Background: an optimization exercise with open tools, aiming at small area. Do not read the settings as production practice.
Function was checked by simulation only, so behaviour that the tests miss may differ from the original.

Setup of run 1:
// dwt_module
module dwt_module(
input logic clk, en, resetn,
input logic [7:0] in,
output logic [7:0] s, d,
output logic result, rdy);
	localparam LENGTH = 64;
	logic [6:0] result_counter;
	logic [5:0] block_counter;
	logic ip_en;
	logic [1:0] iter_flag;
	localparam logic [1:0] ST_IDLE = 2'd0, ST_FIRST_BLOCK = 2'd1, ST_MAIN_BLOCK = 2'd2, ST_LAST_BLOCK = 2'd3;
	logic [1:0] state, next_state;
	always_ff @ (posedge clk or negedge resetn)
	begin
		if (~resetn) state <= ST_IDLE;
		else state <= next_state;
	end
	always_comb
	begin
		next_state = state;
		case (state)
		ST_IDLE:
			if (en) next_state = ST_FIRST_BLOCK;
			else next_state = ST_IDLE;
		ST_FIRST_BLOCK:
			if (block_counter == 1) next_state = ST_MAIN_BLOCK;
			else next_state = ST_FIRST_BLOCK;
		ST_MAIN_BLOCK:
			if (block_counter == LENGTH/2-1) next_state = ST_LAST_BLOCK;
			else next_state = ST_MAIN_BLOCK;
		ST_LAST_BLOCK:
			if (block_counter == LENGTH/2) next_state = ST_IDLE;
			else next_state = ST_LAST_BLOCK;
		default:
			next_state = ST_IDLE;
		endcase
	end
	always_ff @ (posedge clk or negedge resetn)
	begin
		if (!resetn)
		begin
			iter_flag <= 0;
			rdy <= 0;
			ip_en <= 0;
		end
		else
		case (state)
		ST_IDLE:
		begin
			iter_flag <= 0;
			if (en)
			begin
				ip_en <= 1;
				rdy <= 0;
			end
			else
			begin
				rdy <= 1;
				ip_en <= 0;
			end
		end
		ST_FIRST_BLOCK:
		begin
			ip_en <= 0;
  ...
For scale: about 2,400 cells after synthesis, roughly 1,600 flip-flops, ~29 I/O pins, roughly 53,000 sq um of cells after synthesis.
Settings: LEC_CHECK=0, CAP_MARGIN=20, CORE_MARGIN=2, CORE_UTILIZATION=40, CTS_BUF_LIST=sky130_fd_sc_hd__clkbuf_4, PLACE_DENSITY=0.6, SLEW_MARGIN=20; clock period 10.0 ns.
run.sh (not shown) runs the stock make flow with config.mk's settings and CLKGATE_MAP_FILE= SYNTH_SCRIPT=/design/flow/synth_recipe.tcl, a recipe that flattens the netlist after the stock synthesis.
Run 1: full flow OK, the timing, DRC and antenna checks passed
### run 1 -> run 2
- CTS_BUF_LIST removed (was sky130_fd_sc_hd__clkbuf_4)
### Flow results
- Looking at global-route met1 utilization, run 2 sits below run 1.
- From run 1 to run 2 the numbers moved as follows: core utilization held steady; starting DRC count in detailed routing grew by 2.6%; worst slack on hold paths grew by 0.063 ns; fraction of standard cell area in multi-input logic held steady.
- Clock buffer count in the final layout for run 2: 66% down relative to run 1
> inputs changed (run 2 -> run 3)
- putting CTS_BUF_LIST at sky130_fd_sc_hd__clkbuf_8 where nothing was set
- putting CTS_CLUSTER_SIZE at 30 where nothing was set
Notes after the runs:
In run 3 the starting DRC count in detailed routing turned out 46 higher than in run 2. Global-route wire length before repair in run 3 is 2.1% above run 2. Run 3: share of cells above drive strength 1 is 2.2 points higher than what run 2 reported. Run 3 vs. run 2: clock network area share went down by 0.93 points. In the tables for run 3 and run 2, length of routed wiring on met1 reads higher with run 3. Worst hold margin was higher in run 2 than in run 3.

========
dwt_module, a different RTL version from the one above (not shown whole).
For scale: roughly 2,100 cells after synthesis, ~1,600 flip-flops, roughly 29 I/O pins, about 51,000 um^2 of cells after synthesis.
export LEC_CHECK = 0
export CAP_MARGIN = 20
export CORE_MARGIN = 2
export CORE_UTILIZATION = 40
export CTS_BUF_LIST = sky130_fd_sc_hd__clkbuf_16
export CTS_CLUSTER_DIAMETER = 150
export CTS_CLUSTER_SIZE = 25
export PLACE_DENSITY = 0.6
export SLEW_MARGIN = 20
create_clock -name core_clock -period 10.0 [get_ports {clk}]
Change:
- CORE_UTILIZATION: 40 -> 65
- CTS_CLUSTER_DIAMETER: 150 -> 120
- PLACE_DENSITY: 0.6 -> 0.8
Clock skew came out lower by 10 ps; cell area came out lower by 1.3%; first-iteration DRC count came out lower by 16%; worst setup slack gets worse by 100 ps; maximum frequency came out lower by 1.3%.
Change:
- CORE_UTILIZATION: 65 -> 40
- CTS_CLUSTER_DIAMETER: 120 -> 200
- CTS_CLUSTER_SIZE: 25 -> 30
- PLACE_DENSITY: 0.8 -> 0.6
What happened:
- The changed run passed the timing, DRC and antenna checks
- critical path depth climbs by 2
- worst setup slack is better by 47 ps
- worst hold slack is worse by 11 ps
Change:
- CTS_CLUSTER_SIZE: 30 -> 27
First-iteration DRC count drops by 3.0%.
Wire length grows by about 0.37%.
Final cell count stays flat.
Sequential share of layout area went down by 0.50 points.
Global-route usage is about the same.
Maximum frequency climbs by 0.32%.
Final area grows by about 0.6%.
Worst setup slack gets better by 24 ps.

-- separate check: timing with driven ports --
No port has a modelled driver above. Below, the same layouts with a new extraction and two added sets of constraints.
Step 1 sets driving cells, clkbuf_16 on the clock port and buf_2 on the other inputs (assumed; they add their load-dependent delay and slew).
Step 2 times the ports against the registers' clock, not the clock port: input delays grow and output delays shrink by t, the midpoint of the rising clock arrivals with the driver on.
Three values: ideal ports, drivers, drivers and shift; two values: the first two.
| run | t, ns | slack for setup (ns) | clock arrival spread, ns |
|---|---|---|---|
| run 1 | 1.268 | 2.384 / 2.384 / 2.377 | 0.122 / 0.122 |
| run 2 | 0.819 | 2.360 / 2.360 / 2.360 | 0.029 / 0.028 |
| run 3 | 0.937 | 2.416 / 2.416 / 2.416 | 0.048 / 0.048 |
| the first run of note 2 | 0.724 | 2.337 / 2.337 / 2.010 | 0.042 / 0.041 |
| the second run of note 2 | 0.697 | 2.235 / 2.235 / 2.013 | 0.031 / 0.031 |
| the third run of note 2 | 0.774 | 2.282 / 2.282 / 1.941 | 0.052 / 0.052 |
| the fourth run of note 2 | 0.726 | 2.306 / 2.306 / 1.962 | 0.033 / 0.034 |
After both steps every run listed still meets setup and hold. The setup slack of the fourth run of note 2, which loses most, moves by 0.000 ns with the drivers and by -0.344 ns with both steps.
